What follows belongs to an exercise in optimizing a design on an open flow for small area; a production flow would make more cautious choices. Function was checked by simulation only, so behaviour that the tests miss may differ from the original.

Design interpreter, start of the top module:
module interpreter (
            packet_type_compact,
            data_out,
            data_update_out,
            sampler_idle,
            clk,
            rst_n,
            packet_type,
            payload,
            payload_valid);
parameter integer CHANNEL = 16;
parameter integer DATA_BITS = 16;
input clk;     
input rst_n;   
input wire[5:0] packet_type;
input wire[47:0] payload;
input wire payload_valid;
output reg[2:0] packet_type_compact;
output reg[DATA_BITS*CHANNEL-1:0] data_out;
output reg data_update_out;
output reg sampler_idle;
always @(*) begin : proc_packet_type
    case (packet_type)
        6'h2a,
        6'h00:   packet_type_compact = 3'd0;
        6'h11: packet_type_compact = 3'd1;
        6'h22:  packet_type_compact = 3'd2;
        6'h33:  packet_type_compact = 3'd3;
        default:         packet_type_compact = 3'd4;
    endcase
end
wire is_idle = payload_valid && packet_type == 6'h2a;
wire is_fn   = payload_valid && (packet_type == 6'h11 || packet_type == 6'h22);
wire is_last = payload_valid && packet_type == 6'h33;
reg [2:0] buf_idx;
reg update;
always @(posedge clk or negedge rst_n) begin : proc_ctrl
    if(~rst_n) begin
        buf_idx <= 0;
        update <= 0;
        sampler_idle <= 1;
        data_update_out <= 0;
    end else begin
        update <= is_last;
        data_update_out <= update;
        if (is_idle)
            sampler_idle <= 1;
        else if (is_fn)
            sampler_idle <= 0;
        if (is_last)
            buf_idx <= 0;
        else if (is_fn)
            buf_idx <= buf_idx + 1;
    end
end
reg [47:0] buf0, buf1, buf2, buf3, buf4;
reg [31:0] buf5;
wire wr = is_fn || is_last;
wire [11:0] zq_in;
reg [11:0] zq;
uncompress_ctl #(.CHANNEL(CHANNEL)) expand_ctl (
    .bitset(payload[CHANNEL-1:0]),
    .zq(zq_in)
);
always @(posedge clk) begin : proc_payload_buf
  ...
export LEC_CHECK = 0
export ABC_AREA = 1
export CAP_MARGIN = 20
export CORE_MARGIN = 2
export CORE_UTILIZATION = 42
export SETUP_SLACK_MARGIN = 0.25
export SLEW_MARGIN = 20
create_clock -name core_clock -period 5.0 [get_ports {clk}]
standard.sh (not shown) runs the stock make flow with config.mk's settings and CLKGATE_MAP_FILE= SYNTH_SCRIPT=/design/flow/synth_recipe.tcl, a recipe that flattens the netlist after the stock synthesis.
==> flow/flow/run.sh <==
#!/bin/bash
# Own flow: the standard layout (standard.sh), with these changes:
# - synthesis maps the logic with an area-oriented ABC script (flow/area.abc)
#   instead of ORFS's one, and leaves adders to ABC as plain logic;
#   registers, flattening and renaming are the standard synthesis's;
# - ports are buffered with the smallest buffer (buf_1);
# - CTS inserts no dummy loads, and clusters up to 16 sinks within 60 um
#   under clkbuf_4/clkbuf_8 buffers.
set -euo pipefail
W=$PWD
{
    echo 'proc abc {args} {'
    echo '    set i [lsearch -exact $args -script]'
    echo '    if {$i >= 0} { lset args [expr {$i + 1}] $::env(OWN_ABC_SCRIPT) }'
    echo '    puts "own abc: $args"'
    echo '    yosys abc {*}$args'
    echo '}'
    cat "$W/synth_recipe.tcl"
} > "$W/own_synth.tcl"
sed "s#SYNTH_SCRIPT=[^ ]*#SYNTH_SCRIPT=$W/own_synth.tcl#" "$W/standard.sh" > "$W/own_standard.sh"
grep -q "SYNTH_SCRIPT=$W/own_synth.tcl" "$W/own_standard.sh"
export OWN_ABC_SCRIPT="$W/flow/area.abc"
ARGS=(
    "ADDER_MAP_FILE="
    "BUFFER_PORTS_ARGS=-buffer_cell sky130_fd_sc_hd__buf_1"
    "CTS_ARGS=-sink_clustering_enable -repair_clock_nets -dont_use_dummy_load -sink_clustering_size 16 -sink_clustering_max_diameter 60 -buf_list {sky130_fd_sc_hd__clkbuf_4 sky130_fd_sc_hd__clkbuf_8}"
)
bash "$W/own_standard.sh" "${ARGS[@]}" synth > "$W/synth.log" 2>&1
grep -q "own abc:" "$W/orfs/logs/$FLOW_PLATFORM/interpreter/base/1_2_yosys.log"
bash "$W/own_standard.sh" "${ARGS[@]}" finish > "$W/layout.log" 2>&1
test -f "$W/out/final.def"
==> flow/flow/area.abc <==
strash
dch -f
amap
Change:
--- a/flow/config.mk
+++ b/flow/config.mk
@@ -12 +12 @@
-export SETUP_SLACK_MARGIN = 0.25
+export SETUP_SLACK_MARGIN = 0.1
Setup slack gets worse by 27 ps.
Final area hardly moves.
Global-route usage went up by 0.52 points.
Non-clock buffer count went up by 8.
Clock skew climbs by 48 ps.

## port drivers added, routing unchanged
The results above use ideal ports. As a check the final layouts listed here were re-extracted and re-timed, cells and wires unchanged.
Step 1 sets driving cells, clkbuf_16 on the clock port and buf_2 on the other inputs (assumed; they add their load-dependent delay and slew).
Step 2, shift: input delay + t, output delay - t, t = (earliest + latest rising clock arrival at the registers) / 2. This alone moves slack from input paths to output paths.
Slacks: ideal / step 1 / step 2; pairs: ideal / step 1.
| run | shift t [ns] | setup slack, ns | latest minus earliest clock arrival (ns) |
|---|---|---|---|
| the first run | 0.716 | 0.482 / 0.482 / 0.482 | 0.056 / 0.056 |
| the second run | 0.728 | 0.455 / 0.455 / 0.455 | 0.107 / 0.108 |
After both steps setup and hold are still met in every run listed.
